What follows belongs to an exercise in optimizing a design on an open flow for small area and a short achievable clock period; a production flow would make more cautious choices. Only simulation tests tie the RTL to the original design; equivalence was not proved. Power is estimated from default activity; no workload was simulated.

## design.v

```verilog
module Risc_32_bit
(
  input         clk       ,
  input         rst_n     ,
  output [31:0] imem_addr ,
  input  [31:0] imem_rdata,
  output [31:0] dmem_addr ,
  output [31:0] dmem_wdata,
  output        dmem_we   ,
  input  [31:0] dmem_rdata
);
  integer k;
  reg  [31:0] pc;                  
  reg  [1:0]  cnt0;                
  reg         cnt1;                
  reg  [31:0] id_inst;             
  reg  [31:0] id_pc;
  reg  [31:0] ex_a, ex_b, ex_fb;
  reg         ex_j, ex_cin, ex_sum, ex_slt, ex_sltu, ex_xor, ex_or, ex_and;
  reg         ex_srl, ex_sll, ex_sra;
  reg         ex_memrw, ex_regwen;
  reg  [1:0]  ex_wbsel;
  reg  [4:0]  ex_rd;
  reg         ex_breq, ex_brlt;
  reg  [31:0] mem_alu, mem_x;
  reg         mem_memrw, mem_regwen;
  reg  [1:0]  mem_wbsel;
  reg  [4:0]  mem_rd;
  reg  [31:0] wb_data;
  reg         wb_regwen;
  reg  [4:0]  wb_rd;
  wire [6:0] op = id_inst[6:0];
  wire [2:0] f3 = id_inst[14:12];
  wire [6:0] f7 = id_inst[31:25];
  wire opR  = (op == 7'b0110011);
  wire opI  = (op == 7'b0010011);
  wire opL  = (op == 7'b0000011);
  wire opS  = (op == 7'b0100011);
  wire opB  = (op == 7'b1100011);
  wire opJR = (op == 7'b1100111);
  wire opJ  = (op == 7'b1101111);
  wire opU  = (op == 7'b0010111);
  wire f7z  = (f7 == 7'b0000000);
  wire f7s  = (f7 == 7'b0100000);
  wire r_add  = opR & (f3 == 3'd0) & f7z;
  wire r_sub  = opR & (f3 == 3'd0) & f7s;
  wire r_sll  = opR & (f3 == 3'd1);
  wire r_slt  = opR & (f3 == 3'd2);
  wire r_sltu = opR & (f3 == 3'd3);
  wire r_xor  = opR & (f3 == 3'd4);
  wire r_srl  = opR & (f3 == 3'd5) & f7z;
  wire r_sra  = opR & (f3 == 3'd5) & f7s;
  wire r_or   = opR & (f3 == 3'd6);
  wire r_and  = opR & (f3 == 3'd7);
  wire r_val  = r_add | r_sub | r_sll | r_slt | r_sltu | r_xor | r_srl | r_sra | r_or | r_and;
  wire b_beq  = opB & (f3 == 3'd0);
  wire b_bne  = opB & (f3 == 3'd1);
  wire b_blt  = opB & (f3 == 3'd4);
  wire b_bltu = opB & (f3 == 3'd5);
  wire b_val  = b_beq | b_bne | b_blt | b_bltu;
  wire isj    = opJR | opJ;
  wire asel   = b_val | opJ | opU;
  wire bsel   = opI | opL | opS | b_val | isj | opU;
  wire addop  = r_add | bsel;
  wire cin    = r_sub | r_slt | r_sltu;
  wire regwen = r_val | opI | opL | isj | opU;
  wire [1:0] wbsel = isj ? 2'd2 : (r_val | opI | opU) ? 2'd1 : 2'd0;
  wire rs2v   = ~(opI | opL | isj | opU);
  wire [31:0] i = id_inst;
  wire [31:0] imm = opS ? {{20{i[31]}}, i[31:25], i[11:7]} :
                    b_val ? {{20{i[31]}}, i[7], i[30:25], i[11:8], 1'b0} :
                    opJ ? {{12{i[31]}}, i[19:12], i[20], i[30:21], 1'b0} :
                    opU ? {i[31:12], 12'b0} :
                          {{20{i[31]}}, i[31:20]};
  wire [4:0] rs1 = id_inst[19:15];
  wire [4:0] rs2 = id_inst[24:20];
  wire [4:0] rd  = id_inst[11:7];
  wire [31:0] wr_d = wb_data & {32{rst_n}};
  reg  [31:0] rf [1:31];
  always @(posedge clk) begin
    for (k = 1; k < 32; k = k + 1)
      if (~rst_n | (wb_regwen & (wb_rd == k))) rf[k] <= wr_d;
  end
  reg [31:0] rdA, rdB;
  always @(*) begin
    rdA = 32'd0;
    rdB = 32'd0;
    for (k = 1; k < 32; k = k + 1) begin
      rdA = rdA | ({32{rs1 == k}} & rf[k]);
      rdB = rdB | ({32{rs2 == k}} & rf[k]);
    end
  end
  wire bypA = ~wb_regwen & (rs1 == wb_rd) & (rs1 != 5'd0);
  wire bypB = ~wb_regwen & (rs2 == wb_rd) & (rs2 != 5'd0);
  wire [31:0] dataA = bypA ? wb_data : rdA;
  wire [31:0] dataB = rs2v ? (bypB ? wb_data : rdB) : 32'd0;
  wire [31:0] dout = mem_memrw ? 32'd0 : dmem_rdata;
  wire [31:0] mem_wbdata = (mem_wbsel == 2'd0) ? dout :
                           (mem_wbsel == 2'd1) ? mem_alu :
                           (mem_wbsel == 2'd2) ? (mem_x + 32'd1) : 32'd0;
  wire fwd_ok = mem_regwen & ~ex_memrw & (mem_rd != 5'd0);
  wire fwdA = fwd_ok & (mem_rd == rs1);
  wire fwdB = fwd_ok & rs2v & (mem_rd == rs2);
  wire [31:0] fa = fwdA ? mem_wbdata : dataA;
  wire [31:0] fb = fwdB ? mem_wbdata : dataB;
  reg  [31:0] fa_rev;
  always @(*) for (k = 0; k < 32; k = k + 1) fa_rev[k] = fa[31-k];
  wire breq = (dataA == dataB);
  wire brlt = b_bltu ? (dataA < dataB) : ($signed(dataA) < $signed(dataB));
  always @(posedge clk) begin
    ex_a      <= asel ? id_pc : (r_sll ? fa_rev : fa);
    ex_b      <= bsel ? imm : (cin ? ~fb : fb);
    ex_fb     <= isj ? id_pc : fb;
    ex_j      <= isj;
    ex_cin    <= cin;
    ex_sum    <= addop | r_sub;
    ex_slt    <= r_slt;
    ex_sltu   <= r_sltu;
    ex_xor    <= r_xor;
    ex_or     <= r_or;
    ex_and    <= r_and;
    ex_srl    <= r_srl | r_sra;
    ex_sll    <= r_sll;
    ex_sra    <= r_sra;
    ex_memrw  <= opS;
    ex_regwen <= regwen;
    ex_wbsel  <= wbsel;
    ex_rd     <= rd;
    ex_breq   <= breq;
    ex_brlt   <= brlt;
  end
  wire [31:0] A = ex_a;
  wire [31:0] B = ex_b;
  wire [32:0] sum = {1'b0, A} + {1'b0, B} + {32'd0, ex_cin};
  wire lt_s = (A[31] == B[31]) ? A[31] : sum[31];
  wire lt_u = ~sum[32];
  wire [31:0] shr = A >> B[4:0];
  reg  [31:0] shl, mask;
  always @(*) begin
    for (k = 0; k < 32; k = k + 1) begin
      shl[k]  = shr[31-k];
      mask[k] = ((31 - k) < A[4:0]);
    end
  end
  wire [31:0] alu = ({32{ex_sum}} & sum[31:0])
                  | {31'd0, (ex_slt & lt_s) | (ex_sltu & lt_u)}
                  | ({32{ex_xor}} & (A ^ B))
                  | ({32{ex_or}}  & (A | B))
                  | ({32{ex_and}} & (A & B))
                  | ({32{ex_srl}} & shr)
                  | ({32{ex_sll}} & shl)
                  | ({32{ex_sra & A[31]}} & mask);
  wire isbj    = opB | opJR;
  wire pcw0    = ~((cnt0 == 2'd1) | (cnt0 == 2'd2));
  wire pcwrite = isbj ? pcw0 : ~cnt1;
  wire cnt_en1 = ~ex_memrw & (ex_rd != 5'd0) & rs2v & (ex_rd == rs2);
  wire take    = (b_beq & ex_breq) | (b_bne & ~ex_brlt) | ((b_blt | b_bltu) & ex_brlt);
  assign imem_addr = pcwrite ? pc : 32'd0;
  always @(posedge clk or negedge rst_n) begin
    if (!rst_n) begin
      pc      <= 32'd0;
      cnt0    <= 2'd0;
      cnt1    <= 1'b0;
      id_inst <= 32'd0;
    end else begin
      if (pcwrite) pc <= take ? alu : isj ? 32'd0 : (pc + 32'd1);
      cnt0    <= isbj ? ((cnt0 < 2'd2) ? cnt0 + 2'd1 : 2'd0) : 2'd0;
      cnt1    <= cnt_en1 & ~cnt1;
      id_inst <= imem_rdata;
    end
  end
  always @(posedge clk) id_pc <= imem_addr;
  always @(posedge clk) begin
    mem_alu <= alu;
    mem_x   <= ex_fb;
    wb_data <= mem_wbdata;
  end
  always @(posedge clk or negedge rst_n) begin
    if (!rst_n) begin
      mem_memrw  <= 1'b0;
      mem_regwen <= 1'b0;
      mem_wbsel  <= 2'd0;
      mem_rd     <= 5'd0;
      wb_regwen  <= 1'b0;
      wb_rd      <= 5'd0;
    end else begin
      mem_memrw  <= ex_memrw;
      mem_regwen <= ex_regwen;
      mem_wbsel  <= ex_wbsel;
      mem_rd     <= ex_rd;
      wb_regwen  <= mem_regwen;
      wb_rd      <= mem_rd;
    end
  end
  assign dmem_addr  = mem_alu;
  assign dmem_wdata = ex_j ? 32'd0 : ex_fb;
  assign dmem_we    = mem_memrw;
endmodule
```

## run.sh

```bash
#!/bin/bash
# synth_recipe.tcl (not shown) runs the flow's synth.tcl, then flattens the netlist and writes it again
# the make line also repeats each setting of config.mk as NAME=value (left out here)
make -C /OpenROAD-flow-scripts/flow DESIGN_CONFIG=/design/flow/config.mk WORK_HOME=/design/flow/orfs CLKGATE_MAP_FILE= SYNTH_SCRIPT=/design/flow/synth_recipe.tcl finish
```

## config.mk

```make
export PLATFORM = sky130hd
export DESIGN_NAME = Risc_32_bit
export DESIGN_NICKNAME = Risc_32_bit
export VERILOG_FILES = /design/flow/design.v
export SDC_FILE = /design/flow/constraint.sdc
export NUM_CORES = 4
export LEC_CHECK = 0
export CAP_MARGIN = 20
export CORE_MARGIN = 2
export CORE_UTILIZATION = 40
export SLEW_MARGIN = 20
```

## constraint.sdc

```tcl
create_clock -name core_clock -period 8.5 [get_ports {clk}]
set_input_delay 1.7000 -clock core_clock [delete_from_list [all_inputs] [get_ports {clk}]]
set_output_delay 1.7000 -clock core_clock [all_outputs]
set_load 0.01 [all_outputs]
```

==> summary.txt <==
Synth
  • Synth Register Bits: 1320
  • Cell count after synthesis: roughly 5.4k
  • Syn_area_per_cell: around 12 sq um
  • Synth top cells by count: edfxtp_1 (992), a22oi_1 (768), nand2_1 (493)
  • Main synth FF type: edfxtp_1
  • Syn. warnings: 2
  • Area share of the largest cell type after synthesis: 0.477
  • Synth Net Count: 5547
  • Netlist cell types: roughly 100
  • Sequential element share of the synthesized area: 0.589
  • Post-synth ARST share: 0.0621
  • Post-synthesis instance area: 0.0625 sq mm
  • EDFF count, synth: 992
  • Top cells by area, synth: edfxtp_1 (48%), a22oi_1 (9.2%), dfxtp_1 (7.9%)
  • Yosys top cell by area: edfxtp_1
  • Top-count cell post-synth: edfxtp_1

Clocking
  • H-tree levels: 4
  • Clk sink count: 1320
  • CTS clk-pin slew, worst paths: 0.06 ns
  • CTS tree: done
  • Root buf cell: clkbuf_16
  • CTS Buffer Depth: 3
  • Latest clock arrival within the worst-skew pair: 0.82 ns
  • Hold Buf Count CTS: 0
  • TritonCTS Buffers: about 140
  • Post-CTS Resized: 0
  • Post-CTS Setup Bufs: 0

Final layout
  • NumNets Final: 5620
  • Multi-input logic area: around 0.024 sq mm
  • Syn-to-layout area delta: 14.7%
  • Storage cell area: ~0.037 sq mm
  • Final Util: 0.460
  • Share of cells above drive strength 1: 0.108
  • Final instance area: 0.0716 sq mm
  • # fillers: approximately 14k
  • Finished Layout Cells: about 7.6k

Critical path
  • Crit. End Element: flop
  • FF-to-FF Start: id_inst[18]
  • Data arrival, critical path: 6.89 ns
  • Worst R2R End: ex_brlt
  • Slowest library cell on the worst path: and2_2
  • CP Launch Type: flop
  • Max incr delay on CP: a little under 1 ns
  • Crit path max fanout: 16
  • Critical Path RT: 9.19 ns
  • CP Class: reg -> reg
  • Flop2flop setup slack: 2.30 ns
  • Worst r2r path cells: 16
  • CP Cell Sequence: nor2b_1, and2_2, buf_4, a222oi_1, nand3_1, nor2_1, a31oi_1, ha_1, nor2b_1, o21a_1, o21ai_0, a21oi_1, o2111ai_1, o211ai_1, a221oi_1, mux2_2
  • Most numerous cell on the critical path: nor2b_1

Detailed routing
  • Routed Antenna Nets: 0
  • Drt total wl: 319000 um
  • # DRC: 0
  • Drt wl/cell: 41.8 um
  • DRT Pass-1 Iters: 14
  • DRT iter0 DRCs: 12.6k
  • Drt via density: between 7 and 8
  • DR vias: ~55k

STA
  • Min Tclk post-route: around 6.2 ns
  • Fmax: about 160 MHz
  • Worst Skew: 0.0401 ns
  • Least-Margin Pin Slew: 1.23 ns
  • Final period util: 0.729
  • Setup TNS: 0 ns
  • Slew headroom: 0.167
  • Final setup margin: 2.30 ns
  • Endpoints failing setup: 0
  • RSZ-0062 raised after global routing: false
  • Final Hold Vio Count: 0
  • Max-slew violation count: 0

Place
  • RD Place Congestion: between 1 and 1.5
  • Port Buf Inserts: roughly 160
  • Dpl cell area: 0.0668 sq mm
  • Dpl hpwl: 199000 um
  • Cells after DPL: 7364
  • Place WS: between 2 and 3 ns

Floorplanning
  • Die width: 399 um
  • Core ar.: around 0.16 sq mm
  • Die H: around 400 um
  • Starting Density: 0.401
  • Row count: ~150
  • Num ports: 163
  • Die Area: 0.159 sq mm

GRT
  • GRT Total Usage: 0.390
  • Largest net degree at the start of global routing: 60
  • First-pass GRT wire length: roughly 430000 um
  • Antenna violations before repair: 10
  • Vias in the first global route: 51.8k
  • Grt ovf: 0

Min path
  • HP Start: ex_wbsel[0]
  • Hold path cells: 0
  • Min-Delay Endpoint: mem_wbsel[0]
  • Hold crit path type: reg -> reg

Outcome
  • Status: finished clean

Power
  • P_leak: 25.6 nW
  • Worst vdd ir: about 0.21 mV
  • Pwr dens: approximately 240 mW/mm^2

Flow run
  • Max cap viols: 0
[metrics by stage]
stage	power, W	hold WS [ns]
after detailed placement	0.0108	0.322
after floorplan	0.00944	0.316
final	0.0174	0.328
after CTS	0.0172	0.329
after global placement	0.0108	0.317
after global routing	0.0177	0.333
[area by class of cell]
class                      instances  share of cell area
clock buffer                     183              0.0547
timing repair buffer             341              0.0422
multi-input combinational       3547               0.336
antenna                            7            0.000245
sequential                      1320               0.513
tap                             2058              0.0359
clock inverter                    77              0.0121
inverter                          99             0.00519
[placed cells by master, fill, tap and decap left out, types with 36 or more instances in the layout]
master / count
edfxtp_1: 992
a222oi_1: 48
o21ai_0: 130
and4_1: 37
dfxtp_1: 245
a31oi_1: 36
nor3_1: 67
buf_4: 175
clkbuf_16: 146
and3_1: 75
nand2_1: 493
xnor2_1: 59
nor2_1: 191
ha_1: 100
a22o_1: 41
and2_1: 90
clkdlybuf4s50_1: 161
a22oi_1: 768
mux2i_1: 57
inv_1: 96
nor4_1: 58
nor2b_1: 46
nand4_1: 139
a21oi_1: 143
nand3_1: 336
dfrtp_1: 82
[metal layers]
| layer | GRT usage | vias to the layer above | routed length (um) |
|---|---|---|---|
| li1 | - | 21292 | - |
| met1 | 0.469 | 26599 | 107000 |
| met2 | 0.564 | 5849 | 132000 |
| met3 | 0.157 | 1710 | 50200 |
| met4 | 0.284 | 8 | 30300 |
| met5 | 0.00333 | - | 101 |
[report_power, final]
group / internal, W / switching, W / leakage [nW]
logic: 0.000906 / 0.00195 / 10.1
registers: 0.00751 / 0.000539 / 13.2
clock network: 0.00366 / 0.00279 / 2.30
total: 0.0121 / 0.00528 / 25.6
[critical path: cells and delay by family, from the launching register on]
kind / cells / cell delay (ns)
and+or+nand+nor: 5 / 1.98
AOI/OAI and AO/OA: 8 / 1.95
DFF: 1 / 0.83
buffers and inverters: 1 / 0.55
muxes: 1 / 0.36
adders and majority gates: 1 / 0.38
[kinds of logic (layout without fill, tap and decap cells)]
kind of cell	count (synthesis)	count (layout)	share of synthesized area
DFF	1320	1320	0.589
adders and majority gates	102	102	0.0207
AOI/OAI and AO/OA	1539	1539	0.179
other	0	7	0
muxes	111	111	0.0241
and+or+nand+nor	1710	1710	0.140
buffers and inverters	512	700	0.0363
xor gates and xnor gates	85	85	0.0119
[state kept, by name, summed over array words and instances (netlist names), 2 cells and up]
name       cells
cnt0           2
ex_a          32
ex_b          32
ex_fb         32
ex_rd          5
ex_wbsel       2
id_inst       32
id_pc         32
mem_alu       32
mem_rd         5
mem_wbsel      2
mem_x         32
pc            32
rf           992
wb_data       32
wb_rd          5
[how the worst max path moves through the flow]
stage	start	slack, ns	to	depth (start not counted)
finish	id_inst[18]	2.30	ex_brlt	16
global route	id_inst[18]	2.38	ex_brlt	16
CTS	id_inst[3]	2.58	imem_addr[10]	5
detailed placement	id_inst[18]	2.77	ex_brlt	16
global placement	id_inst[24]	2.78	ex_brlt	19
floorplan	id_inst[24]	4.70	ex_brlt	18

afterwards: timing with drivers on the ports:
The results above use ideal ports. As a check the final layout listed here was re-extracted and re-timed, cells and wires unchanged.
Step 1 (the two cells are an assumption about what drives the block):
set clk [get_ports {clk}]
set_driving_cell -lib_cell sky130_fd_sc_hd__clkbuf_16 $clk
set_driving_cell -lib_cell sky130_fd_sc_hd__buf_2 [delete_from_list [all_inputs] $clk]
Step 2 times the ports against the registers' clock, not the clock port: input delays grow and output delays shrink by t, the midpoint of the rising clock arrivals with the driver on.
a / b / c = no drivers / after step 1 / after step 2; a / b = the first two.
t (ns): 0.886
setup WS [ns]: 2.304 / 2.304 / 2.304
worst setup path at the end: register to register
worst slew at a driven data input, ns: 0.05
After both steps this run still meets setup and hold. The setup slack of this run moves by 0.000 ns with the drivers and by 0.000 ns with both steps.
